This is an optimization exercise on Yosys and OpenROAD, whose aim is small area and a short achievable clock period, not a production implementation. Only simulation tests tie the RTL to the original design; equivalence was not proved. No activity file was given, so power comes from the tool's default toggle rates.

===== flow/config.mk =====
export PLATFORM = sky130hd
export DESIGN_NAME = top_module
export DESIGN_NICKNAME = top_module
export VERILOG_FILES = /design/flow/design.v
export SDC_FILE = /design/flow/constraint.sdc
export NUM_CORES = 4
export LEC_CHECK = 0
export CAP_MARGIN = 20
export CORE_MARGIN = 2
export CORE_UTILIZATION = 45
export PLACE_DENSITY = 0.6
export SETUP_SLACK_MARGIN = 0.5
export SLEW_MARGIN = 20
export SYNTH_HIERARCHICAL = 1

===== flow/constraint.sdc =====
create_clock -name core_clock -period 16.0 [get_ports {clk}]
set_input_delay 3.2000 -clock core_clock [delete_from_list [all_inputs] [get_ports {clk}]]
set_output_delay 3.2000 -clock core_clock [all_outputs]
set_load 0.01 [all_outputs]

===== flow/design.v =====
module ALU (
    input  [31:0] A,
    input  [31:0] B,
    input         sub,       
    input         op_and,
    input         op_or,
    input         op_add,    
    input         op_slt,
    output [31:0] Y,
    output        eq
);
    wire [32:0] s = {1'b0, A} + {1'b0, B ^ {32{sub}}} + {32'd0, sub};
    wire        lt = ~s[32];
    assign Y = ({32{op_and}} & (A & B))
             | ({32{op_or}}  & (A | B))
             | ({32{op_add}} & s[31:0])
             | {31'd0, op_slt & lt};
    assign eq = (A == B);
endmodule
module aoi222 (input a1, b1, a2, b2, a3, b3, output y);
    assign y = ~((a1 & b1) | (a2 & b2) | (a3 & b3));
endmodule
module aoi22 (input a1, b1, a2, b2, output y);
    assign y = ~((a1 & b1) | (a2 & b2));
endmodule
module onehot_mux32 (input [31:0] sel, input [31:0] d, output y);
    wire [10:0] n;
    genvar i;
    generate
        for (i = 0; i < 10; i = i + 1) begin : g
            aoi222 u (.a1(sel[3*i]), .b1(d[3*i]), .a2(sel[3*i+1]), .b2(d[3*i+1]),
                      .a3(sel[3*i+2]), .b3(d[3*i+2]), .y(n[i]));
        end
    endgenerate
    aoi22 u10 (.a1(sel[30]), .b1(d[30]), .a2(sel[31]), .b2(d[31]), .y(n[10]));
    assign y = ~&n[3:0] | ~&n[7:4] | ~&n[10:8];
endmodule
module top_module (
    input clk,rst_n,
    input [31:0] instr,
    output [31:0] pc,
    output signed [31:0] result
);
    wire [5:0] op    = instr[31:26];
    wire [4:0] rs    = instr[25:21];
    wire [4:0] rt    = instr[20:16];
    wire [4:0] rd    = instr[15:11];
    wire [5:0] funct = instr[5:0];
    wire [31:0] imm  = {{16{instr[15]}}, instr[15:0]};
    wire is_r    = (op == 6'b000000);
    wire is_lw   = (op == 6'b100011);
    wire is_sw   = (op == 6'b101011);
    wire is_beq  = (op == 6'b000100);
    wire is_addi = (op == 6'b001000);
    wire is_j    = (op == 6'b000010);
    wire f_add = (funct == 6'b100000);
    wire f_sub = (funct == 6'b100010);
    wire f_or  = (funct == 6'b100101);
    wire f_slt = (funct == 6'b101010);
    wire r_and = is_r & ~(f_add | f_sub | f_or | f_slt);
    wire r_or  = is_r & f_or;
    wire r_slt = is_r & f_slt;
    wire sub    = is_beq | (is_r & (f_sub | f_slt));
    wire op_add = ~is_r | f_add | f_sub;
    wire alusrc = is_lw | is_sw | is_addi;
    reg  [29:0] PC;            
    assign pc = {PC, 2'b00};
    wire [4:0]  wreg     = is_r ? rd : rt;
    wire        regwrite = is_r | is_lw | is_addi;
    wire [31:0] rwe      = (32'd1 << wreg) & {32{regwrite}} & 32'hFFFF_FFFE;
    reg  [31:0] rvalid;
    always @(posedge clk or negedge rst_n)
        if (!rst_n) rvalid <= 32'd0;
        else        rvalid <= rvalid | rwe;
    wire [31:0] sel1 = (32'd1 << rs) & rvalid & 32'hFFFF_FFFE;
    wire [31:0] sel2 = (32'd1 << rt) & rvalid & 32'hFFFF_FFFE;
    wire [31:0] rq [0:31];
    assign rq[0] = 32'd0;
    genvar i, b;
    generate
        for (i = 1; i < 32; i = i + 1) begin : r
            reg [31:0] d;
            always @(posedge clk)
                if (rwe[i]) d <= result;
            assign rq[i] = d;
        end
    endgenerate
    wire [31:0] RD1, RD2;
    wire [4:0]  maddr = RD1[4:0] + instr[4:0];
    wire [31:0] mdec  = 32'd1 << maddr;
    wire [31:0] mwe   = mdec & {32{is_sw}};
    reg  [31:0] mvalid;
    always @(posedge clk or negedge rst_n)
        if (!rst_n) mvalid <= 32'd0;
        else        mvalid <= mvalid | mwe;
    wire [31:0] msel = mdec & mvalid;
    wire [31:0] mq [0:31];
    generate
        for (i = 0; i < 32; i = i + 1) begin : m
            reg [31:0] d;
            always @(posedge clk)
                if (mwe[i]) d <= RD2;
            assign mq[i] = d;
        end
    endgenerate
    wire [31:0] mrd;
    generate
        for (b = 0; b < 32; b = b + 1) begin : rp
            wire [31:0] rcol, mcol;
            for (i = 0; i < 32; i = i + 1) begin : c
                assign rcol[i] = rq[i][b];
                assign mcol[i] = mq[i][b];
            end
            onehot_mux32 p1 (.sel(sel1), .d(rcol), .y(RD1[b]));
            onehot_mux32 p2 (.sel(sel2), .d(rcol), .y(RD2[b]));
            onehot_mux32 p3 (.sel(msel), .d(mcol), .y(mrd[b]));
        end
    endgenerate
    wire [31:0] srcb = alusrc ? imm : RD2;
    wire [31:0] alu_y;
    wire        eq;
    ALU alu (.A(RD1), .B(srcb), .sub(sub), .op_and(r_and), .op_or(r_or),
             .op_add(op_add), .op_slt(r_slt), .Y(alu_y), .eq(eq));
    assign result = is_lw ? mrd : alu_y;
    wire [29:0] pc4  = PC + 30'd1;
    wire [29:0] pcbr = PC + imm[29:0] + 30'd1;
    wire        take = is_beq & eq;
    wire [29:0] pcn  = is_j ? {pc4[29:26], instr[25:0]} : (take ? pcbr : pc4);
    always @(posedge clk or negedge rst_n)
        if (!rst_n) PC <= 30'd0;
        else        PC <= pcn;
endmodule

===== flow/run.sh =====
#!/bin/bash
# synth_recipe.tcl (not shown) runs the flow's synth.tcl, then flattens the netlist and writes it again
# the make line also repeats each setting of config.mk as NAME=value (left out here)
make -C /OpenROAD-flow-scripts/flow DESIGN_CONFIG=/design/flow/config.mk WORK_HOME=/design/flow/orfs CLKGATE_MAP_FILE= SYNTH_SCRIPT=/design/flow/synth_recipe.tcl finish

==> summary.txt <==
FFs w/ async S/R, synth = 4.410%
most used cell, CP = and3_1
placed insts = 7804
slowest CP cell = clkdlybuf4s50_1
Tcrit/Tclk final = 93.85%
final WL = 310200 um
gr usage total = 31.42%
vias in the first global route = 55410
met1 WL = 108700 um
Yosys reg bits = 2109
fin cells = 8191
met3 routed WL = 39540 um
first-pass GRT wire length = 425800 um
clk latency of the worst-skew pair = 0.89 ns
yosys warns = 7
number of synthesized flops with an enable pin = 2016
root buf cell = clkbuf_16
met2 WL = 138900 um
drt first-iter violations = 13140
Final Hold Fails = 0
CP arrival = 11.82 ns
cts hold-fix bufs = 0
post-synth top area share = 71.39%
Final Slew Violations = 0
num rows = 159
ANT nets after route = 0
core area = 187600 um2
GR Overflow Total = 0
predominant post-synthesis flop cell = edfxtp_1
pwr/cell area = 131.9 nW/um2
clk slew on worst S/H paths = 0.06 ns
Period minus WS final = 15.02 ns
Seq pwr share = 50.3%
slowest stage delay, CP = 0.73 ns
Boundary Pins = 98
Die W = 438.1 um
Worst path top cell family by delay = simple AND/OR/NAND/NOR gates
Port Buf Inserts = 95
syn_area_per_cell = 17.40 um2
Power Internal = 9.608 mW
largest net degree at the start of global routing = 63
switch share = 25.94%
vias per inst = 7.171
drt drc = 0
post-synthesis to final-layout area growth = 16.00%
crit-path max FO = 32
final net count = 5687
Pre-Repair DR Iteration Count = 11
worst rel slew slack = 26.66%
initial antenna violation count = 28
clock share of power = 37.1%
Hold Path Class = flop to flop
Core Util, Final = 52.43%
CP endpoint kind = primary output
RePlAce Congestion = 0.9995
top sig layer = met5
DR WL/cell = 37.87 um
Synth Cell Area = 84790 um2
Post-CTS Setup Inserts = 0
Fin Hold WS = 0.4591 ns
Clock Skew = 0.05636 ns
dominant cell type by area after synthesis = edfxtp_1
Max-Cap Viols = 0
Sink Count = 2109
number of H-tree levels = 4
worst slew pin tran = 1.100 ns
WS Path Type = input pin to primary output
CP Buf/Inv Count = 4
TritonCTS clock tree = done
Initial Util = 45.20%
CP cell instances = clkdlybuf4s50_1 -> and3_1 -> and3_1 -> buf_4 -> a222oi_1 -> nand4_1 -> or3_1 -> ha_1 -> nor2b_1 -> o21ai_0 -> nand2b_1 -> xnor2_1 -> nor2_1 -> and3_1 -> buf_4 -> a222oi_1 -> nand4_1 -> or3_1 -> mux2_2 -> clkdlybuf4s50_1
FMAX = 66.60 MHz
Req. time, crit path = 12.80 ns
vias = 58740
sequential element share of the synthesized area = 74.14%
Sum Neg Setup Slack = 0 ns
Setup violations, final = 0
largest cells by area after synthesis = edfxtp_1, a222oi_1, dfrtp_1, ha_1, nand4_1
Max IR drop VDD = 0.1072 mV
post-DP HPWL = 195900 um
cts repair resizes = 0
post-synthesis cell count = 4873
Netlist cell types = 74
Fillers = 15030
die area = 191900 um2
RSZ-0062 raised after global routing = no
total CTS buffers = 202
CP Launch Type = input pin
share of cells above drive strength 1 = 15.19%
most common cell in the netlist = edfxtp_1
Lkg Pwr = 32.87 nW
most frequent cells after synthesis = edfxtp_1, a222oi_1, nand4_1
Switch Pwr = 3.366 mW
Die Y = 438.1 um
deepest clock path buffer count = 3
power share of the combinational group = 12.6%
outcome = no timing/DRC/antenna violations
-- power by group through the flow --
stage | Combinational [mW] | Clock (mW) | Sequential [mW]
final | 1.64 | 4.81 | 6.52
after floorplan | 0.782 | 0 | 6.62
after global placement | 1.57 | 0 | 6.63
after CTS | 1.60 | 4.84 | 6.52
after global routing | 1.72 | 5.07 | 6.52
after detailed placement | 1.59 | 0 | 6.63
-- placed cells by master (no fill, tap or decap), types with 15 or more instances in the layout --
master              n
and3_1             75
nor2b_1            15
o21ai_0            53
nand4_1           207
buf_4             261
clkdlybuf4s50_1    94
clkbuf_16         202
xnor2_1            48
nand2_1           130
a222oi_1          960
conb_1            130
nor3_1             15
and3_2             32
a21oi_1            80
bufinv_16          22
clkinv_2           27
nand3_1           128
dfrtp_1            93
nor2_4             59
or3_1              99
a21o_1             47
mux2_2             46
nor2_1             83
inv_1              86
clkbuf_1           47
o221ai_1           25
or2_2              59
edfxtp_1         2016
nand2b_1           17
clkinv_1           47
xor2_1             65
ha_1              137
a22oi_2            96
-- layer usage --
| layer | track usage (%) | vias up |
|---|---|---|
| li1 | - | 23450 |
| met2 | 48.29 | 4781 |
| met1 | 40.14 | 29570 |
| met3 | 7.967 | 924 |
| met5 | 0 | - |
| met4 | 19.29 | 18 |
-- sequential cells by signal, indices dropped and copies added, names as in the netlist --
| register | cells |
|---|---|
| m.d | 1024 |
| r.d | 992 |
| mvalid | 32 |
| rvalid | 31 |
| PC | 30 |
-- Yosys stat by module, one instance, submodules excluded --
module	times used	flops+latches	cells	cell area (um2)
top_module	1	2109	2923	68020
ALU	1	0	510	3685
onehot_mux32	96	0	4	23.77
aoi22	96	0	1	12.51
aoi222	960	0	1	10.01
-- stage by stage --
| stage | total power [mW] | setup WS (ns) | instance area [um2] |
|---|---|---|---|
| final | 12.97 | 0.9845 | 98360 |
| after global routing | 13.31 | 1.016 | 98340 |
| after CTS | 12.96 | 1.337 | 98320 |
| after detailed placement | 8.228 | 1.365 | 91690 |
| after global placement | 8.205 | 1.237 | 91640 |
| after floorplan | 7.398 | 4.346 | 85280 |
-- final timing paths --
| kind | from | to | slack (ns) | cells after the start |
|---|---|---|---|---|
| min in group asynchronous | rst_n | rvalid[13] | 2.28 | 1 |
| setup / recovery | instr[25] | result[15] | 0.98 | 20 |
| setup reg to reg | rvalid[27] | r[13].d[19] | 8.37 | 17 |
| hold / removal | mvalid[14] | mvalid[14] | 0.46 | 1 |
| hold reg to reg | mvalid[14] | mvalid[14] | 0.46 | 1 |
| max in group asynchronous | rst_n | mvalid[16] | 12.34 | 2 |
-- area by class of cell --
| type | instances | area (um2) | share of cell area, % |
|---|---|---|---|
| sequential | 2109 | 62870 | 63.91 |
| clock inverter | 121 | 1344 | 1.366 |
| tap | 2495 | 3122 | 3.174 |
| clock buffer | 253 | 5286 | 5.374 |
| multi-input combinational | 2755 | 22410 | 22.78 |
| inverter | 87 | 326.6 | 0.3320 |
| timing repair buffer | 358 | 2975 | 3.025 |
| antenna | 13 | 32.53 | 0.03307 |
-- worst register-to-register path, delay by kind of cell (launching register included) --
family	cells	cell delay [ns]
DFF	1	0.40
buffers and inverters	2	0.72
adders and majority gates	1	0.42
AOI/OAI and AO/OA	3	1.28
and+or+nand+nor	9	3.45
muxes	1	0.62
xor gates and xnor gates	1	0.31
-- cell families after synthesis --
group / count (synthesis) / share of synthesized area [%]
AO/OA/AOI/OAI: 1345 / 15.00
multiplexers: 53 / 0.6935
buffers and inverters: 138 / 0.6389
adder cells (fa/ha/maj): 140 / 2.092
AND/OR/NAND/NOR: 974 / 6.261
XOR/XNOR: 113 / 1.167
flip-flops: 2109 / 74.14
other: 1 / 0.004422

[static timing again, ports no longer ideal]
The results above use ideal ports. As a check the final layout listed here was re-extracted and re-timed, cells and wires unchanged.
Step 1 assumes that a clkbuf_16 drives the clock port and a buf_2 every other input.
Step 2, shift: input delay + t, output delay - t, t = (earliest + latest rising clock arrival at the registers) / 2. This alone moves slack from input paths to output paths.
Slacks: no drivers / after step 1 / after step 2; pairs: no drivers / after step 1.
t (ns): 0.953
setup WS [ns]: 0.984 / 0.959 / 0.959
hold WS [ns]: 0.459 / 0.459 / 0.459
worst setup path at the end: input to output
latest minus earliest clock arrival (ns): 0.057 / 0.058
After both steps setup and hold are still met in this run. For this run, drivers alone change the setup slack by -0.025 ns; drivers and shift together by -0.025 ns.
